From an optimization exercise on the open Yosys and OpenROAD flow, aimed at small area, a short achievable clock period and few clock cycles; shortcuts taken in it are not production practice.
RTL that was checked went through simulation tests only; none was proved equivalent to the original.
The flow treats the clock pin as an ideal source. Dropping or thinning the clock tree relies on that and would not hold on a real chip.
No activity file was given, so power comes from the tool's default toggle rates.

## yarrow
==> flow/design.v (excerpt) <==
module conversion(
	ready,postfix,
	clk,reset,load,infix
);
For scale: ~150 flip-flops, ~20 I/O pins, roughly 0.0067 sq mm of cells after synthesis.
export LEC_CHECK = 0
export CAP_MARGIN = 20
export CORE_MARGIN = 2
export CORE_UTILIZATION = 40
export SETUP_SLACK_MARGIN = 2.85
export SLEW_MARGIN = 20
export TNS_END_PERCENT = 0
create_clock -name core_clock -period 4.5 [get_ports {clk}]
standard.sh (not shown) runs the stock make flow with config.mk's settings and CLKGATE_MAP_FILE= SYNTH_SCRIPT=/design/flow/synth_recipe.tcl, a recipe that flattens the netlist after the stock synthesis.
==> flow/flow/run.sh <==
#!/bin/bash
# Standard ORFS flow, except that the clock tree is built by flow/cts.tcl.
set -euo pipefail
# port buffers: plain buf_2 instead of the delay cell buffer_ports picks
export BUFFER_PORTS_ARGS="-buffer_cell sky130_fd_sc_hd__buf_2"
R=orfs/results/$FLOW_PLATFORM/conversion/base
bash standard.sh place > flow_place.log 2>&1
RES=$R TNS=0 SETUP_MARGIN=2.85 NROOT=4 NLEAF=2 ROOTBUF=sky130_fd_sc_hd__buf_16 LEAFBUF=sky130_fd_sc_hd__buf_16 \
	openroad -exit -no_init -threads $NUM_CORES flow/cts.tcl > flow_cts.log 2>&1
bash standard.sh finish > flow_finish.log 2>&1
==> flow/flow/cts.tcl <==
# Clock tree step in place of ORFS's TritonCTS: a shallow balanced tree built
# by tree.tcl (NROOT buffers on the clock port, NLEAF leaf buffers under
# each), then the same timing repair and legalisation as ORFS's cts step.
set R $::env(RES)
set margin $::env(SETUP_MARGIN)
read_liberty $::env(FLOW_HOME)/platforms/sky130hd/lib/sky130_fd_sc_hd__tt_025C_1v80.lib
read_db $R/3_place.odb
read_sdc $R/3_place.sdc
source $::env(FLOW_HOME)/platforms/sky130hd/setRC.tcl
set_dont_use [get_lib_cells {sky130_fd_sc_hd__probe_p_8 sky130_fd_sc_hd__probec_p_8 sky130_fd_sc_hd__lpflow_*}]
source [file join [file dirname [info script]] tree.tcl]
build_tree $::env(NROOT) $::env(NLEAF) $::env(ROOTBUF) $::env(LEAFBUF)
detailed_placement
estimate_parasitics -placement
set_propagated_clock [all_clocks]
report_clock_latency
repair_timing -setup_margin $margin -repair_tns $::env(TNS) -verbose
detailed_placement
check_placement -verbose
estimate_parasitics -placement
report_clock_latency
report_worst_slack -max
report_worst_slack -min
write_db $R/4_1_cts.odb
write_sdc -no_timestamp $R/4_cts.sdc
Other scripts of this flow, unchanged in this note and not shown: flow/flow/tree.tcl
Testbench counts of yarrow, summed over its fixed seeds: cycles 5,210.
Edits applied to the flow inputs when going from yarrow to juniper:
# yarrow
export LEC_CHECK = 0
export CAP_MARGIN = 20
export CORE_MARGIN = 2
export CORE_UTILIZATION = 40
export SETUP_SLACK_MARGIN = 2.85
export SLEW_MARGIN = 20
export TNS_END_PERCENT = 0
create_clock -name core_clock -period 4.5 [get_ports {clk}]
# juniper
export LEC_CHECK = 0
export CAP_MARGIN = 20
export CORE_MARGIN = 2
export CORE_UTILIZATION = 40
export SETUP_SLACK_MARGIN = 3.15
export SLEW_MARGIN = 20
export TNS_END_PERCENT = 0
create_clock -name core_clock -period 4.5 [get_ports {clk}]
--- a/flow/flow/run.sh
+++ b/flow/flow/run.sh
@@ -7,3 +7,3 @@
 bash standard.sh place > flow_place.log 2>&1
-RES=$R TNS=0 SETUP_MARGIN=2.85 NROOT=4 NLEAF=2 ROOTBUF=sky130_fd_sc_hd__buf_16 LEAFBUF=sky130_fd_sc_hd__buf_16 \
+RES=$R TNS=0 SETUP_MARGIN=3.15 NROOT=4 NLEAF=2 ROOTBUF=sky130_fd_sc_hd__buf_16 LEAFBUF=sky130_fd_sc_hd__buf_16 \
 	openroad -exit -no_init -threads $NUM_CORES flow/cts.tcl > flow_cts.log 2>&1
Results
juniper contains more vias than yarrow. Against yarrow, juniper comes in 0.20 ns lower on minimum period implied by the final worst setup slack. Routed wire length (juniper vs. yarrow) increases by a few percent. NOTE final cell count yarrow->juniper increased by a few percent. Relative to yarrow, area added between synthesis and finish increased by 6.7 points in juniper. Power: juniper draws more than yarrow. Looking only at final HPWL from detailed placement, and setting everything else aside, the lower value of juniper and yarrow goes to juniper.
No run of this note takes its clock network from TritonCTS; it comes from the design's own scripts or RTL.


== run 1 ==
The RTL this note starts from:
==> flow/design.v <==
`timescale 1ns / 1ps
module conversion(
	ready,postfix,
	clk,reset,load,infix
);
input clk, reset, load;
input [7:0] infix;
output ready;
output [7:0] postfix;
localparam QN = 29;           
reg       iv, c_dig, c_opn, c_cls, c_hi, c_lo;
reg [3:0] nib;
wire [3:0] in_n = infix[3:0];
always @(posedge clk) begin
	iv    <= load & ~reset;
	c_dig <= load & ~reset & infix[4];
	c_opn <= load & ~reset & ~infix[4] & ~in_n[2] & ~in_n[1] & ~in_n[0];
	c_cls <= load & ~reset & ~infix[4] & ~in_n[2] & ~in_n[1] &  in_n[0];
	c_hi  <= load & ~reset & ~infix[4] &  in_n[1] & ~(in_n[0] ^ in_n[2]);
	c_lo  <= load & ~reset & ~infix[4] &  (in_n[2] ^ in_n[1]) & in_n[0];
	nib   <= in_n;
end
reg        lv, lo, hv, ho;
reg [4:0]  wp;                
reg [2:0]  sp;                
reg        snd, rdy, hd;
reg [3:0]  h;
reg [3:0]  q [1:QN+1];
wire [3:0] hi_n = {1'b1, ho, 1'b1, ho};
wire [3:0] lo_n = {1'b1, lo, ~lo, 1'b1};
wire       pa   = c_cls | c_lo;                      
wire       n1   = c_dig | (hv & (c_hi | pa)) | (lv & pa);
wire       n2   = pa & hv & lv;
wire [3:0] wd0  = c_dig ? nib : (hv ? hi_n : lo_n);
wire [3:0] wd1  = lo_n;
wire [3:0] curv = {lv, lo, hv, ho};
wire [3:0] bus_e = c_opn ? curv : (wp[0] ? wd1 : wd0);
wire [3:0] bus_o = c_opn ? curv : (wp[0] ? wd0 : wd1);
reg  [3:0] top;
always @(*)
	case (sp)
	3'd1: top = q[29];
	3'd2: top = q[28];
	3'd3: top = q[27];
	3'd4: top = q[26];
	3'd5: top = q[25];
	default: top = q[24];
	endcase
wire [31:0] dw = 32'd1 << wp;       
wire [7:0]  ds = 8'd1 << sp;        
wire       more = (wp > 5'd1);
always @(*) q[QN+1] = bus_o;
genvar i;
generate for (i = 1; i <= QN; i = i + 1) begin : g_q
	wire we = (n1 & dw[i]) | (n2 & dw[i-1]) |
	          ((QN - i < 8) ? (c_opn & ds[(QN - i) % 8]) : 1'b0);
	always @(posedge clk)
		if (snd)      q[i] <= q[i+1];
		else if (we)  q[i] <= (i % 2 == 0) ? bus_e : bus_o;
end endgenerate
always @(posedge clk) begin
	if (reset) begin
		wp  <= 5'd0;
		sp  <= 3'd0;
		lv  <= 1'b0;
		hv  <= 1'b0;
		snd <= 1'b0;
		rdy <= 1'b0;
	end
	else if (snd) begin
		if (more) begin
			h  <= q[1];
			hd <= ~(q[1][3] & (q[1][2] | q[1][1]));
			wp <= wp - 5'd1;
		end
		else if (hv) begin
			h  <= hi_n;
			hd <= 1'b0;
			hv <= 1'b0;
		end
		else if (lv) begin
			h  <= lo_n;
			hd <= 1'b0;
			lv <= 1'b0;
		end
		else begin
			snd <= 1'b0;
			rdy <= 1'b0;
			wp  <= 5'd0;
		end
	end
	else begin
		if (c_dig && wp == 5'd0) begin
			h  <= nib;
			hd <= 1'b1;
		end
		wp <= wp + {3'b000, n2, n1 & ~n2};
		if (c_opn) begin
			sp <= sp + 3'd1;
			lv <= 1'b0;
			hv <= 1'b0;
		end
		else if (c_cls) begin
			sp <= sp - 3'd1;
			{lv, lo, hv, ho} <= top;
		end
		else if (c_hi) begin
			hv <= 1'b1;
			ho <= nib[2];
		end
		else if (c_lo) begin
			lv <= 1'b1;
			lo <= nib[2];
			hv <= 1'b0;
		end
		if (iv && !load) begin
			snd <= 1'b1;
			rdy <= 1'b1;
		end
	end
end
assign ready   = rdy;
assign postfix = {3'b001, hd, h};
endmodule
export LEC_CHECK = 0
export ABC_CLOCK_PERIOD_IN_PS = 1500
export CAP_MARGIN = 20
export CORE_MARGIN = 2
export CORE_UTILIZATION = 40
export SETUP_SLACK_MARGIN = 3.0
export SLEW_MARGIN = 20
create_clock -name core_clock -period 4.5 [get_ports {clk}]
run.sh (not shown) runs the stock make flow with config.mk's settings and CLKGATE_MAP_FILE= SYNTH_SCRIPT=/design/flow/synth_recipe.tcl, a recipe that flattens the netlist after the stock synthesis.
Stock flow here: none of the scripts above is used.
Inputs modified between run 1 and run 2:
- a deleted ABC_CLOCK_PERIOD_IN_PS that had been 1500
- a deleted SETUP_SLACK_MARGIN that had been 3.0
Results
- From run 1 to run 2 the numbers moved as follows: final critical-path share of the clock period increased by 18 points relative to the old numbers; total power decreased by 0.035 mW relative to the old numbers; fmax decreased by about 28% relative to the old numbers.
Function was not checked in any run of this note: the RTL went through the layout flow alone.


conversion, a different RTL version from the one above (not shown whole).
For scale: ~600 cells after synthesis, ~150 flip-flops, ~20 I/O pins, roughly 6900 µm² of cells after synthesis.
export LEC_CHECK = 0
export CAP_MARGIN = 20
export CORE_MARGIN = 2
export CORE_UTILIZATION = 65
export SETUP_SLACK_MARGIN = 2.85
export SLEW_MARGIN = 20
create_clock -name core_clock -period 4.5 [get_ports {clk}]
standard.sh (not shown) runs the stock make flow with config.mk's settings and CLKGATE_MAP_FILE= SYNTH_SCRIPT=/design/flow/synth_recipe.tcl, a recipe that flattens the netlist after the stock synthesis.
==> flow/flow/run.sh <==
#!/bin/bash
# Standard ORFS flow, except that the clock tree is built by flow/cts.tcl.
set -euo pipefail
# port buffers: plain buf_2 instead of the delay cell buffer_ports picks
export BUFFER_PORTS_ARGS="-buffer_cell sky130_fd_sc_hd__buf_2"
R=orfs/results/$FLOW_PLATFORM/conversion/base
bash standard.sh place > flow_place.log 2>&1
RES=$R SETUP_MARGIN=2.85 NROOT=4 NLEAF=3 ROOTBUF=sky130_fd_sc_hd__buf_12 LEAFBUF=sky130_fd_sc_hd__buf_6 \
	openroad -exit -no_init -threads $NUM_CORES flow/cts.tcl > flow_cts.log 2>&1
bash standard.sh finish > flow_finish.log 2>&1
==> flow/flow/cts.tcl <==
# Clock tree step in place of ORFS's TritonCTS: a shallow balanced tree built
# by tree.tcl (NROOT buffers on the clock port, NLEAF leaf buffers under
# each), then the same timing repair and legalisation as ORFS's cts step.
set R $::env(RES)
set margin $::env(SETUP_MARGIN)
read_liberty $::env(FLOW_HOME)/platforms/sky130hd/lib/sky130_fd_sc_hd__tt_025C_1v80.lib
read_db $R/3_place.odb
read_sdc $R/3_place.sdc
source $::env(FLOW_HOME)/platforms/sky130hd/setRC.tcl
set_dont_use [get_lib_cells {sky130_fd_sc_hd__probe_p_8 sky130_fd_sc_hd__probec_p_8 sky130_fd_sc_hd__lpflow_*}]
source [file join [file dirname [info script]] tree.tcl]
build_tree $::env(NROOT) $::env(NLEAF) $::env(ROOTBUF) $::env(LEAFBUF)
detailed_placement
estimate_parasitics -placement
set_propagated_clock [all_clocks]
report_clock_latency
repair_timing -setup_margin $margin -verbose
detailed_placement
check_placement -verbose
estimate_parasitics -placement
report_clock_latency
report_worst_slack -max
report_worst_slack -min
write_db $R/4_1_cts.odb
write_sdc -no_timestamp $R/4_cts.sdc
Other scripts of this flow, unchanged in this note and not shown: flow/flow/tree.tcl
The baseline passed the timing, DRC and antenna checks.
Edit:
--- a/flow/flow/run.sh
+++ b/flow/flow/run.sh
@@ -6,5 +6,5 @@
 R=orfs/results/$FLOW_PLATFORM/conversion/base
 bash standard.sh place > flow_place.log 2>&1
-RES=$R SETUP_MARGIN=2.85 NROOT=4 NLEAF=3 ROOTBUF=sky130_fd_sc_hd__buf_12 LEAFBUF=sky130_fd_sc_hd__buf_6 \
+RES=$R SETUP_MARGIN=2.95 NROOT=4 NLEAF=3 ROOTBUF=sky130_fd_sc_hd__buf_12 LEAFBUF=sky130_fd_sc_hd__buf_6 \
 	openroad -exit -no_init -threads $NUM_CORES flow/cts.tcl > flow_cts.log 2>&1
 bash standard.sh finish > flow_finish.log 2>&1
- CORE_UTILIZATION: 65 -> 40
- SETUP_SLACK_MARGIN: 2.85 -> 2.95
Outcome:
- The new run finished with timing, DRC and antenna clean
- cell area rose by 7.5%
- core utilization fell by 25 points
- routed wire length rose by 9.4%
- synthesized cell count does not change
- worst hold slack improved by 47 ps
Edit:
--- a/flow/flow/run.sh
+++ b/flow/flow/run.sh
@@ -6,5 +6,5 @@
 R=orfs/results/$FLOW_PLATFORM/conversion/base
 bash standard.sh place > flow_place.log 2>&1
-RES=$R SETUP_MARGIN=2.95 NROOT=4 NLEAF=3 ROOTBUF=sky130_fd_sc_hd__buf_12 LEAFBUF=sky130_fd_sc_hd__buf_6 \
+RES=$R SETUP_MARGIN=2.85 NROOT=4 NLEAF=3 ROOTBUF=sky130_fd_sc_hd__buf_12 LEAFBUF=sky130_fd_sc_hd__buf_6 \
 	openroad -exit -no_init -threads $NUM_CORES flow/cts.tcl > flow_cts.log 2>&1
 bash standard.sh finish > flow_finish.log 2>&1
- SETUP_SLACK_MARGIN: 2.95 -> 2.85
The new run produced a clean layout.
Worst setup slack improves by 30 ps.
Cell area falls by 4.8%.
Maximum frequency increases by 1.8%.
First-iteration DRC count came out lower by 9.4%.
No functional check of the RTL was part of any run of this note. No run of this note takes its clock network from TritonCTS; it comes from the design's own scripts or RTL.

## re-timing with driven ports
How much do the figures lean on ideal ports? The routed layouts below were timed once more, with nothing changed but the port constraints.
Step 1 assumes that a clkbuf_16 drives the clock port and a buf_2 every other input.
Step 2, shift: input delay + t, output delay - t, t = (earliest + latest rising clock arrival at the registers) / 2. This alone moves slack from input paths to output paths.
Three values: ideal ports, drivers, drivers and shift; two values: the first two.
| run | t (ns) | setup slack, ns | worst setup path after step 2 | latest minus earliest clock arrival (ns) |
|---|---|---|---|---|
| yarrow | 0.347 | 2.713 / 2.713 / 2.713 | register to register | 0.012 / 0.011 |
| juniper | 0.338 | 2.915 / 2.812 / 2.915 | register to register | 0.012 / 0.012 |
| run 1 | 0.475 | 2.428 / 2.428 / 2.428 | register to register | 0.011 / 0.012 |
| run 2 | 0.465 | 1.622 / 1.622 / 1.292 | input to register | 0.008 / 0.008 |
| the first run of note 3 | 0.316 | 2.787 / 2.746 / 2.648 | input to register | 0.024 / 0.023 |
| the second run of note 3 | 0.314 | 2.823 / 2.758 / 2.727 | input to register | 0.018 / 0.018 |
| the third run of note 3 | 0.316 | 2.853 / 2.757 / 2.620 | input to register | 0.016 / 0.016 |
After both steps setup and hold are still met in every run listed. The setup slack of run 2, which loses most, moves by 0.000 ns with the drivers and by -0.330 ns with both steps.
